Source: an optimization exercise on an open RTL-to-GDS flow (aim: small area, a short achievable clock period and few clock cycles per item). Production flows keep margins and buffers that such runs may drop.
The RTL was checked by simulation tests, not by an equivalence proof against the original design.

`design/flow/config.mk`:
```
export PLATFORM = sky130hd
export DESIGN_NAME = ahb_lite_fir_filter
export DESIGN_NICKNAME = ahb_lite_fir_filter
export VERILOG_FILES = /design/flow/design.v
export SDC_FILE = /design/flow/constraint.sdc
export NUM_CORES = 4
export LEC_CHECK = 0
export CAP_MARGIN = 20
export CORE_MARGIN = 2
export CORE_UTILIZATION = 40
export SLEW_MARGIN = 20
```
`design/flow/constraint.sdc`:
```
create_clock -name core_clock -period 12.0 [get_ports {clk}]
set_input_delay 2.4000 -clock core_clock [delete_from_list [all_inputs] [get_ports {clk}]]
set_output_delay 2.4000 -clock core_clock [all_outputs]
set_load 0.01 [all_outputs]
```
`design/flow/design.v`:
```
module ahb_lite_fir_filter(
    input clk,
          n_rst,
    input logic hsel,
    input logic [3:0] haddr,
    input logic hsize,
    input logic [1:0] htrans,
    input logic hwrite,
    input logic [15:0] hwdata,
    output logic [15:0] hrdata,
    output logic hresp
);
    logic nonseq_wr, a15, ro, wr_req, rd_req;
    assign nonseq_wr = hwrite & (htrans == 2'b10);
    assign a15       = (haddr == 4'd15);
    assign ro        = (haddr[3:2] == 2'b00);
    assign hresp     = hsel & (a15 | (nonseq_wr & ro));
    assign wr_req    = hsel & nonseq_wr & ~ro & ~a15;
    assign rd_req    = hsel & ~nonseq_wr & ~a15;
    logic        wr_pend;
    logic [2:0]  wr_pair;
    logic [15:0] smp, c0, c1, c2, c3;       
    logic [7:0]  r14, r15;                  
    logic [15:0] f0, f1, f2, f3;            
    logic [15:0] h1, h2;                    
    logic        samp_pend;                 
    logic [1:0]  seq;                       
    logic        k_t0, k_t2, k_t1, k_t3;    
    logic [15:0] pl;                        
    logic [7:0]  a2;                        
    logic [15:0] b2;                        
    logic [17:0] ap;                        
    logic [17:0] nb;                        
    logic [16:0] res;                       
    logic        err;
    logic wr_smp, wr_c0, wr_c1, wr_c2, wr_c3, wr_r14;
    assign wr_smp = wr_pend & (wr_pair == 3'd2);
    assign wr_c0  = wr_pend & (wr_pair == 3'd3);
    assign wr_c1  = wr_pend & (wr_pair == 3'd4);
    assign wr_c2  = wr_pend & (wr_pair == 3'd5);
    assign wr_c3  = wr_pend & (wr_pair == 3'd6);
    assign wr_r14 = wr_pend & (wr_pair == 3'd7);
    logic s1_free, s1_hw, s1_sm, do_load;
    assign s1_free = (seq == 2'd0);
    assign s1_hw   = s1_free & wr_smp;                  
    assign s1_sm   = s1_free & ~wr_smp & samp_pend;     
    assign do_load = s1_free & ~wr_smp & ~samp_pend & r14[0];
    logic [15:0] a1, b1;
    always_comb begin
        case (seq)
            2'd0:    begin a1 = s1_hw ? hwdata : smp; b1 = f0; end
            2'd1:    begin a1 = h1;                   b1 = f2; end
            2'd2:    begin a1 = smp;                  b1 = f1; end
            default: begin a1 = h2;                   b1 = f3; end
        endcase
    end
    logic [23:0] p1;
    assign p1 = a1[7:0] * b1;
    logic [23:0] p2;
    logic [17:0] t;
    assign p2 = a2 * b2 + {8'd0, pl};     
    assign t  = {2'b00, p2[22:7]};        
    logic [17:0] u1_x, u2_y, u1, u2;
    logic        u1_sub;
    assign u1_x   = k_t2 ? 18'h3FFFF : nb;
    assign u1_sub = k_t1 | k_t3;
    assign u1     = u1_x + (t ^ {18{u1_sub}}) + {17'd0, u1_sub};
    assign u2_y   = k_t2 ? 18'd1 : ap;
    assign u2     = t - u2_y;
    logic err_new;
    assign err_new = (u2[17:16] == 2'b01) | (u1[17:16] == 2'b10);
    logic busy, err_bit;
    assign busy    = wr_pend | samp_pend | r14[0];
    assign err_bit = k_t0 ? err_new : err;
    logic [15:0] mag, pdata, rdata;
    assign mag = res[16] ? (~res[15:0] + 16'd1) : res[15:0];
    always_comb begin
        case (haddr[3:1])
            3'd0:    pdata = {7'd0, err_bit, 7'd0, busy};
            3'd1:    pdata = mag;
            3'd2:    pdata = smp;
            3'd3:    pdata = c0;
            3'd4:    pdata = c1;
            3'd5:    pdata = c2;
            3'd6:    pdata = c3;
            default: pdata = {r15, r14};
        endcase
        if (hsize)
            rdata = pdata;
        else
            rdata = {8'd0, haddr[0] ? pdata[15:8] : pdata[7:0]};
    end
    always_ff @(posedge clk) begin
        pl <= p1[23:8];
        a2 <= a1[15:8];
        b2 <= b1;
    end
    always_ff @(posedge clk, negedge n_rst) begin
        if (!n_rst) begin
            hrdata    <= 16'd0;
            wr_pend   <= 1'b0;
            wr_pair   <= 3'd0;
            smp       <= 16'd0;
            c0        <= 16'd0;
            c1        <= 16'd0;
            c2        <= 16'd0;
            c3        <= 16'd0;
            r14       <= 8'd0;
            r15       <= 8'd0;
            f0        <= 16'd0;
            f1        <= 16'd0;
            f2        <= 16'd0;
            f3        <= 16'd0;
            h1        <= 16'd0;
            h2        <= 16'd0;
            samp_pend <= 1'b0;
            seq       <= 2'd0;
            k_t0      <= 1'b0;
            k_t2      <= 1'b0;
            k_t1      <= 1'b0;
            k_t3      <= 1'b0;
            ap        <= 18'd1;
            nb        <= 18'h3FFFF;
            res       <= 17'd0;
            err       <= 1'b0;
        end else begin
            hrdata  <= rd_req ? rdata : 16'd0;
            wr_pend <= wr_req;
            wr_pair <= haddr[3:1];
            if (wr_smp) begin
                smp <= hwdata;
                h1  <= smp;
                h2  <= h1;
            end
            if (wr_c0) c0 <= hwdata;
            if (wr_c1) c1 <= hwdata;
            if (wr_c2) c2 <= hwdata;
            if (wr_c3) c3 <= hwdata;
            if (wr_r14) begin
                r14 <= hwdata[7:0];
                r15 <= hwdata[15:8];
            end else if (do_load) begin
                r14 <= 8'd0;
            end
            if (do_load) begin
                f0 <= c0;
                f1 <= c1;
                f2 <= c2;
                f3 <= c3;
            end
            if (wr_smp & ~s1_hw)
                samp_pend <= 1'b1;
            else if (s1_sm)
                samp_pend <= 1'b0;
            seq  <= (s1_hw | s1_sm | do_load) ? 2'd1 : (seq + {1'b0, ~s1_free});
            k_t0 <= s1_hw | s1_sm;
            k_t2 <= (seq == 2'd1);
            k_t1 <= (seq == 2'd2);
            k_t3 <= (seq == 2'd3);
            if (k_t0) begin
                res <= ~u1[16:0];
                err <= err_new;
            end else if (do_load) begin
                err <= 1'b0;
            end
            if (k_t2 | k_t1 | k_t3) nb <= u1;
            if (k_t2 | k_t1) ap <= u2;
        end
    end
endmodule
```
`design/flow/run.sh`:
```
#!/bin/bash
# synth_recipe.tcl (not shown) runs the flow's synth.tcl, then flattens the netlist and writes it again
# the make line also repeats each setting of config.mk as NAME=value (left out here)
make -C /OpenROAD-flow-scripts/flow DESIGN_CONFIG=/design/flow/config.mk WORK_HOME=/design/flow/orfs CLKGATE_MAP_FILE= SYNTH_SCRIPT=/design/flow/synth_recipe.tcl finish
```
==> notes.md, run 1 <==
post-route insts no fill a little over 3000; post-detailed-route count of antenna-violating nets 0; Routability Congestion between 0.8 and 0.9; share of final-layout standard cells stronger than drive strength 1 0.1444; synth unique cells a little over 70; Register-to-Register Path Depth 30; starting utilization of the core area 0.4040; clock transition at the register clock pins on the worst setup and hold paths after CTS 0.06 ns; Slew Limit Headroom 0.2505; slowest stage cell, crit path sky130_fd_sc_hd__dfxtp_1; antenna cells 0; post-DR vias/cell roughly 5.3; hold-fix buffer count after cts 0; endpoints failing hold 0; end point of the most critical hold path r15[4]; final-report setup violation count 0; total congestion overflow 0; largest net degree at the start of global routing 129; Finished Cell Area 0.02536 mm^2; FF+latch count, synth around 310; latest clock arrival within the worst-skew pair between 0.5 and 0.6 ns; H-tree Lvls 2; DRC violations left 0; required time of the critical path 12.48 ns; fin nets approximately 2600; total iterations of the first detailed-routing run 5; count of clock tree sinks between 300 and 400; cell depth of the worst min-delay path 2; signed area change from the synthesized netlist to the final layout 11.31%; syn_nets 2612; chip width 242.7 um; clock buffer depth 3; number of pins with negative max-slew slack in the final report 0; reg-to-reg setup timing slack 3.80 ns; number of top-level design ports 44; cell at the root of the clock tree sky130_fd_sc_hd__clkbuf_16; # Max-Cap Violations 0; number of synthesized flops with an enable pin 0; crit-path max cell delay 0.69 ns; post-detailed-routing wire length approximately 59000 um; total via count after detailed routing 16380; main flop type after synthesis sky130_fd_sc_hd__dfrtp_1; cell count after synthesis 2286; height of the die 242.7 um; startpoint type of the worst setup path flop; global-route wire length before repair 94700 um; Hold Crit Start r15[4]; setup repair after global routing missed its margin false; kind of end point of the critical path flop; clock skew after layout 0.02234 ns; result of the run no timing/DRC/antenna violations; number of global-route vias before repair between 15000 and 20000; Yosys warning count 1; async set-or-reset flop fraction in the synthesized netlist 0.8722; sequential cell area fraction in the yosys report 0.3361; DP Wirelength around 43000 um; input/output buffers 43; crit-path max FO 16; Highest Clock Rate 122.0 MHz; post-route minimum period 8.198 ns; average wire length per cell after detail routing between 15 and 20 um; worst slew pin tran about 1.1 ns; number of buffers created by CTS 38; mean instance size in the synthesized netlist 9.966 um^2; Setup Buffers After CTS 0; number of violations reported at the end of detailed-routing iteration 0 approximately 1000; area of the mapped netlist 0.02278 mm^2; number of instances in the placed design roughly 3000; number of gates resized after CTS 0; Hold Path Class flop to flop; cell area after placement 0.02405 mm^2; Std-Cell Rows 87; Total Die Area 0.05888 mm^2; reg2reg end hrdata[8]; part of the cycle the worst path needs 0.6832; critical path start-end classification flop to flop; Critical R2R Launch a2[0]; total global routing track utilization 0.2012; number of antenna violations at the first check in global routing 1; Core Region 0.05639 mm^2; TritonCTS clock tree yes; setup TNS after final layout 0 ns; arrival time of data at the critical path endpoint 8.67 ns
cells by family (layout without fill, tap and decap cells):
logic type      after synthesis  after routing  synth area share
buf+inv                     357            404           0.05893
compound gates              372            372            0.1081
flops                       313            313            0.3361
simple gates                643            643            0.1340
mux                         214            214            0.1046
fa+ha+maj                   299            299            0.2245
xor+xnor                     88             88           0.03383
area by class of cell:
class / count / area (um^2)
Clock buffer: 54 / 1132
Fill cell: 5403 / 31030
Sequential cell: 313 / 7656
Clock inverter: 14 / 158.9
Tap cell: 756 / 945.9
Inverter: 263 / 987.2
Timing Repair Buffer: 73 / 668.1
Multi-Input combinational cell: 1616 / 13810
how the worst max path moves through the flow:
stage,startpoint,to,slack (ns)
2_1_floorplan,hwdata[2],pl[14],4.57
3_3_place_gp,hwdata[5],pl[14],3.56
3_5_place_dp,hwdata[5],pl[15],3.51
4_1_cts,a2[0],hrdata[8],3.76
5_1_grt,a2[0],hrdata[8],3.13
6_report,a2[0],hrdata[8],3.80
metal layers:
metal  vias up  global-route usage  wire length, um
met2       323              0.3417            28510
li1       7633                   -                -
met4         0             0.06207             1668
met5         -                   0                0
met3        93             0.02421             2150
met1      8334              0.2689            26510
through the flow:
| step | util | hold WS, ns | setup WS [ns] |
|---|---|---|---|
| 5_1_grt | 0.4497 | 0.4959 | 3.131 |
| 3_3_place_gp | 0.4265 | 0.4542 | 3.564 |
| 4_1_cts | 0.4494 | 0.4731 | 3.765 |
| 6_report | 0.4497 | 0.4699 | 3.802 |
| 2_1_floorplan | - | 0.4404 | 4.575 |
| 3_5_place_dp | 0.4265 | 0.4588 | 3.508 |
registers in the layout, summed over array words and instances, names as in the netlist, 2 cells and up:
| name | count |
|---|---|
| b2 | 16 |
| a2 | 8 |
| f0 | 16 |
| r15 | 8 |
| hrdata | 16 |
| nb | 18 |
| c2 | 16 |
| c1 | 16 |
| h1 | 16 |
| ap | 18 |
| f2 | 16 |
| smp | 16 |
| r14 | 8 |
| h2 | 16 |
| seq | 2 |
| pl | 16 |
| c3 | 16 |
| f3 | 16 |
| res | 17 |
| f1 | 16 |
| c0 | 16 |
| wr_pair | 3 |
layout by cell type, fill, tap and decap left out, types with 9 or more instances in the layout:
cell                              count
sky130_fd_sc_hd__mux2_2             184
sky130_fd_sc_hd__a221o_1             11
sky130_fd_sc_hd__mux2i_1             28
sky130_fd_sc_hd__dfstp_2             19
sky130_fd_sc_hd__a211oi_1            11
sky130_fd_sc_hd__and2_1              90
sky130_fd_sc_hd__o31ai_1              9
sky130_fd_sc_hd__a221oi_1            19
sky130_fd_sc_hd__nand2b_1            41
sky130_fd_sc_hd__nor3_1              22
sky130_fd_sc_hd__a21o_1              19
sky130_fd_sc_hd__o21ai_0             91
sky130_fd_sc_hd__fa_1               183
sky130_fd_sc_hd__clkbuf_8            10
sky130_fd_sc_hd__buf_4               29
sky130_fd_sc_hd__nor2b_1             28
sky130_fd_sc_hd__o21a_1              18
sky130_fd_sc_hd__or2_2               23
sky130_fd_sc_hd__clkdlybuf4s50_1     41
sky130_fd_sc_hd__a21oi_1             93
sky130_fd_sc_hd__clkbuf_16           39
sky130_fd_sc_hd__xnor2_1             64
sky130_fd_sc_hd__nand3_1             14
sky130_fd_sc_hd__nor2_1             131
sky130_fd_sc_hd__nand4_1              9
sky130_fd_sc_hd__dfrtp_1            254
sky130_fd_sc_hd__xor2_1              24
sky130_fd_sc_hd__ha_1               116
sky130_fd_sc_hd__nand2_1            251
sky130_fd_sc_hd__a22oi_1             14
sky130_fd_sc_hd__dfxtp_1             40
sky130_fd_sc_hd__inv_1              262
synthesized netlist by cell type (all sizes together) (5+ instances only):
| library cell | number | area, um^2 |
|---|---|---|
| nor2 | 133 | 499.2 |
| clkbuf | 82 | 307.8 |
| o21a | 18 | 135.1 |
| mux2 | 186 | 2102 |
| a21o | 19 | 142.6 |
| nand4 | 9 | 56.30 |
| buf | 12 | 47.55 |
| a211oi | 11 | 82.58 |
| mux2i | 28 | 280.3 |
| a221oi | 19 | 166.4 |
| or2 | 24 | 150.1 |
| a222oi | 7 | 70.07 |
| fa | 183 | 3664 |
| a21oi | 95 | 490.5 |
| o22ai | 7 | 43.79 |
| o221ai | 6 | 52.55 |
| a221o | 11 | 110.1 |
| o21ai | 92 | 460.4 |
| and2 | 90 | 563.0 |
| nand2b | 41 | 256.5 |
| o211ai | 5 | 37.54 |
| xnor2 | 64 | 560.5 |
| a31oi | 8 | 50.05 |
| ha | 116 | 1451 |
| nor3 | 24 | 125.1 |
| o31ai | 9 | 67.56 |
| nor2b | 28 | 175.2 |
| or4 | 5 | 37.54 |
| dfrtp | 254 | 6356 |
| o21bai | 8 | 60.06 |
| or3 | 5 | 31.28 |
| dfstp | 19 | 499.2 |
| nand3 | 14 | 70.07 |
| o22a | 7 | 61.31 |
| dfxtp | 40 | 800.8 |
| xor2 | 24 | 210.2 |
| nand2 | 251 | 942.2 |
| a22oi | 14 | 105.1 |
| and3 | 9 | 56.30 |
| inv | 262 | 983.4 |
worst max-delay path, delay by kind of cell, from the launching register on:
kind                     cells  cell delay, ns
AO/OA/AOI/OAI               12            3.17
XOR/XNOR                     2            0.36
adder cells (fa/ha/maj)      6            2.62
buffers and inverters        4            0.19
flip-flops                   1            0.69
multiplexers                 1            0.11
AND/OR/NAND/NOR              5            0.96
Testbench counts, summed over its fixed seeds: cycles 2,064, samples 512.
==> run 2: changes to the inputs <==
--- a/design/flow/config.mk
+++ b/design/flow/config.mk
@@ -6,6 +6,8 @@
 export NUM_CORES = 4
 export LEC_CHECK = 0
+export ABC_CLOCK_PERIOD_IN_PS = 6000
 export CAP_MARGIN = 20
 export CORE_MARGIN = 2
 export CORE_UTILIZATION = 40
+export SETUP_SLACK_MARGIN = 5
 export SLEW_MARGIN = 20
==> run 2 against run 1 <==
  * Still clean on timing, DRC and antenna
  * Flip-flop and latch count stayed put
  * Global-route usage is 0.26 points higher
  * Synthesized area stayed put
  * Routed wire length is 2.9% higher
  * Worst hold slack better by 0.0070 ns
  * Critical path type unchanged
  * Largest cell class unchanged
==> notes.md, run 2 <==
result of the run no timing/DRC/antenna violations (unchanged); Synth Area in Compound Gates 0.1081 (unchanged); largest cells by area after synthesis sky130_fd_sc_hd__dfrtp_1 (28%), sky130_fd_sc_hd__fa_1 (16%), sky130_fd_sc_hd__mux2_2 (9.1%) (unchanged); leading cell types in the layout, fill and taps excluded sky130_fd_sc_hd__inv_1 (257), sky130_fd_sc_hd__dfrtp_1 (254), sky130_fd_sc_hd__nand2_1 (249), sky130_fd_sc_hd__mux2_2 (184), sky130_fd_sc_hd__fa_1 (182) (was sky130_fd_sc_hd__inv_1 (262), sky130_fd_sc_hd__dfrtp_1 (254), sky130_fd_sc_hd__nand2_1 (251), sky130_fd_sc_hd__mux2_2 (184), sky130_fd_sc_hd__fa_1 (183)); slowest stage cell, crit path sky130_fd_sc_hd__fa_1 (was sky130_fd_sc_hd__dfxtp_1); crit-path max FO 7 (was 16); area share of fa/ha/maj cells after synthesis 0.2245 (unchanged); Yosys warning count 1 (unchanged); post-detailed-routing wire length 60580 um (was 58850 um); antenna cells 0 (unchanged); clock transition at the register clock pins on the worst setup and hold paths after CTS 0.06 ns (about the same); most used standard cell by instance count after synthesis sky130_fd_sc_hd__inv_1 (unchanged); cell count after synthesis 2286 (unchanged); worst slew pin tran 1.041 ns (was 1.124 ns); post-detailed-route count of antenna-violating nets 0 (unchanged); average wire length per cell after detail routing 19.36 um (was 19.05 um); number of antenna violations at the first check in global routing 0 (was 1); Hold Path Class flop to flop (unchanged); most area-hungry cell type in the Yosys netlist sky130_fd_sc_hd__dfrtp_1 (unchanged); startpoint type of the worst setup path flop (unchanged); largest registers ap: 18 flops, nb: 18 flops, res: 17 flops (unchanged); main flop type after synthesis sky130_fd_sc_hd__dfrtp_1 (unchanged); endpoints failing hold 0 (unchanged); DP Wirelength 42830 um (was 43390 um); share of final-layout standard cells stronger than drive strength 1 0.2035 (was 0.1444); final-report setup violation count 0 (unchanged); mux share of post-synthesis cell area 0.1046 (unchanged); largest net degree at the start of global routing 172 (was 129); input/output buffers 43 (unchanged); Worst path most repeated cell sky130_fd_sc_hd__inv_1; sequential cell area fraction in the yosys report 0.3361 (unchanged); number of instances in the placed design 3016 (was 3020); area of the mapped netlist 0.02278 mm^2 (unchanged); chip width 242.7 um (unchanged); number of global-route vias before repair 17230 (was 17000); syn_nets 2612 (unchanged); mean instance size in the synthesized netlist 9.966 um^2 (unchanged); crit-path max cell delay 0.50 ns (was 0.69 ns); post-route minimum period 6.989 ns (was 8.198 ns); TritonCTS clock tree yes (unchanged); most frequent cells after synthesis sky130_fd_sc_hd__inv_1 (262), sky130_fd_sc_hd__dfrtp_1 (254), sky130_fd_sc_hd__nand2_1 (251) (unchanged); global-route wire length before repair 95400 um (was 94700 um); clock skew after layout 0.02951 ns (was 0.02234 ns); largest family of logic cells by synthesized area adder cells (unchanged); DRC violations left 0 (unchanged); # Max-Cap Violations 0 (unchanged); total iterations of the first detailed-routing run 5 (unchanged); signed area change from the synthesized netlist to the final layout 15.53% (was 11.31%); kind of end point of the critical path flop (unchanged); Std-Cell Rows 87 (unchanged); required time of the critical path 12.48 ns (about the same); Slew Limit Headroom 0.3052 (was 0.2505); async set-or-reset flop fraction in the synthesized netlist 0.8722 (unchanged); basic-gate share of the synthesized area counting and, or, nand and nor cells 0.1340 (unchanged); number of pins with negative max-slew slack in the final report 0 (unchanged); setup TNS after final layout 0 ns (unchanged); post-route insts no fill 3129 (was 3089); starting utilization of the core area 0.4040 (unchanged); Highest Clock Rate 143.1 MHz (was 122.0 MHz); critical path start-end classification flop to flop (unchanged); most common library cell in the layout ignoring fill and taps sky130_fd_sc_hd__inv_1 (unchanged); fraction of synthesized cell area in xor and xnor cells 0.03383 (unchanged); setup repair after global routing missed its margin true (was false); Core Region 0.05639 mm^2 (unchanged); height of the die 242.7 um (unchanged); arrival time of data at the critical path endpoint 7.47 ns (was 8.67 ns); number of buffers created by CTS 36 (was 38); area share of the largest cell type after synthesis 0.2790 (unchanged); post-DR vias/cell 5.352 (was 5.304); synth unique cells 72 (unchanged); part of the cycle the worst path needs 0.5824 (was 0.6832); H-tree Lvls 2 (unchanged); Routability Congestion 0.8548 (was 0.8475); total global routing track utilization 0.2038 (was 0.2012); hold-fix buffer count after cts 0 (unchanged); number of violations reported at the end of detailed-routing iteration 0 1246 (was 1019); cell at the root of the clock tree sky130_fd_sc_hd__clkbuf_16 (unchanged); latest clock arrival within the worst-skew pair 0.57 ns (was 0.56 ns); number of synthesized flops with an enable pin 0 (unchanged); count of clock tree sinks 313 (unchanged); number of top-level design ports 44 (unchanged); FF+latch count, synth 313 (unchanged); clock buffer depth 3 (unchanged); total congestion overflow 0 (unchanged); Total Die Area 0.05888 mm^2 (unchanged); total via count after detailed routing 16750 (was 16380); fin nets 2671 (was 2631)
==> run 2: cell counts after synthesis <==
No cell type changed its count.
==> run 2: layout make-up <==
cell class	instances	area, um^2
fill	5335	30070
inverter	263	987.2
multi-input combinational	1619	14400
sequential	313	7691
clock inverter	17	292.8
clock buffer	49	1050
tap	756	945.9
timing repair buffer	112	948.4
==> run 2: logic make-up after synthesis <==
family,Yosys count
muxes,214
DFF,313
AOI/OAI and AO/OA,372
xor gates and xnor gates,88
buffers and inverters,357
and+or+nand+nor,643
adders and majority gates,299
==> run 2: stage by stage <==
step                hold slack [ns]  setup WS [ns]    util  area (um^2)
floorplan                    0.4404          4.957       -        22860
global placement             0.4595          3.715  0.4270        24080
detailed placement           0.4648          3.638  0.4270        24080
CTS                          0.4797          5.005  0.4599        25930
global route                 0.5044          4.694  0.4668        26320
finish                       0.4769          5.011  0.4668        26320
==> run 2: path summary, 6_finish.rpt <==
| check | start | to | slack [ns] | cells past startpoint |
|---|---|---|---|---|
| worst max-delay path | a2[0] | hrdata[0] | 5.01 | 32 |
| worst min register to register | nb[16] | nb[16] | 0.48 | 2 |
| max in group asynchronous | n_rst | ap[1] | 8.64 | 2 |
| min in group asynchronous | n_rst | f0[5] | 1.86 | 1 |
| worst min-delay path | nb[16] | nb[16] | 0.48 | 2 |
| worst max register to register | a2[0] | hrdata[0] | 5.01 | 32 |
==> run 2: worst max-delay path: cells and delay by family, from the launching register on <==
kind                     cells  cell delay (ns)
AND/OR/NAND/NOR              5             0.68
flip-flops                   1             0.41
buffers and inverters        6             0.53
multiplexers                 1             0.08
AO/OA/AOI/OAI               12             2.58
adder cells (fa/ha/maj)      6             2.35
XOR/XNOR                     2             0.28
==> run 2: routing by layer <==
layer	wire length, um	track usage	up-vias
met5	0	0	-
met4	1715	0.06279	0
met3	2736	0.02621	86
met2	29570	0.3454	408
met1	26550	0.2720	8518
li1	-	-	7734
==> run 2: what timing repair did <==
action	4_1_cts	5_1_grt
gates cloned	1	2
endpoints found under the setup margin	35	20
buffers inserted	29	14
pin swaps	13	12
resized for setup	89	70

[port drivers added, routing unchanged]
In the flow no input, the clock included, has a driving cell. The finished layouts below were timed again as built, in two steps.
Step 1 (the two cells are an assumption about what drives the block):
set clk [get_ports {clk}]
set_driving_cell -lib_cell sky130_fd_sc_hd__clkbuf_16 $clk
set_driving_cell -lib_cell sky130_fd_sc_hd__buf_2 [delete_from_list [all_inputs] $clk]
Step 2 adds t to the input delays and takes it off the output delays; t is the mean of the earliest and latest rising clock arrival at the registers after step 1. Input paths then give back, and output paths get back, about the clock's delay inside the block.
Slacks: ideal ports / drivers / drivers and shift; pairs: ideal ports / drivers.
| run | shift t [ns] | slack for setup (ns) | cell pins on the clock port's net |
|---|---|---|---|
| run 1 | 0.607 | 3.802 / 3.802 / 3.460 | 1 |
| run 2 | 0.613 | 5.011 / 5.011 / 4.588 | 1 |
After both steps every run listed still meets setup and hold. For run 2, which loses most, drivers alone change the setup slack by 0.000 ns; drivers and shift together by -0.423 ns.
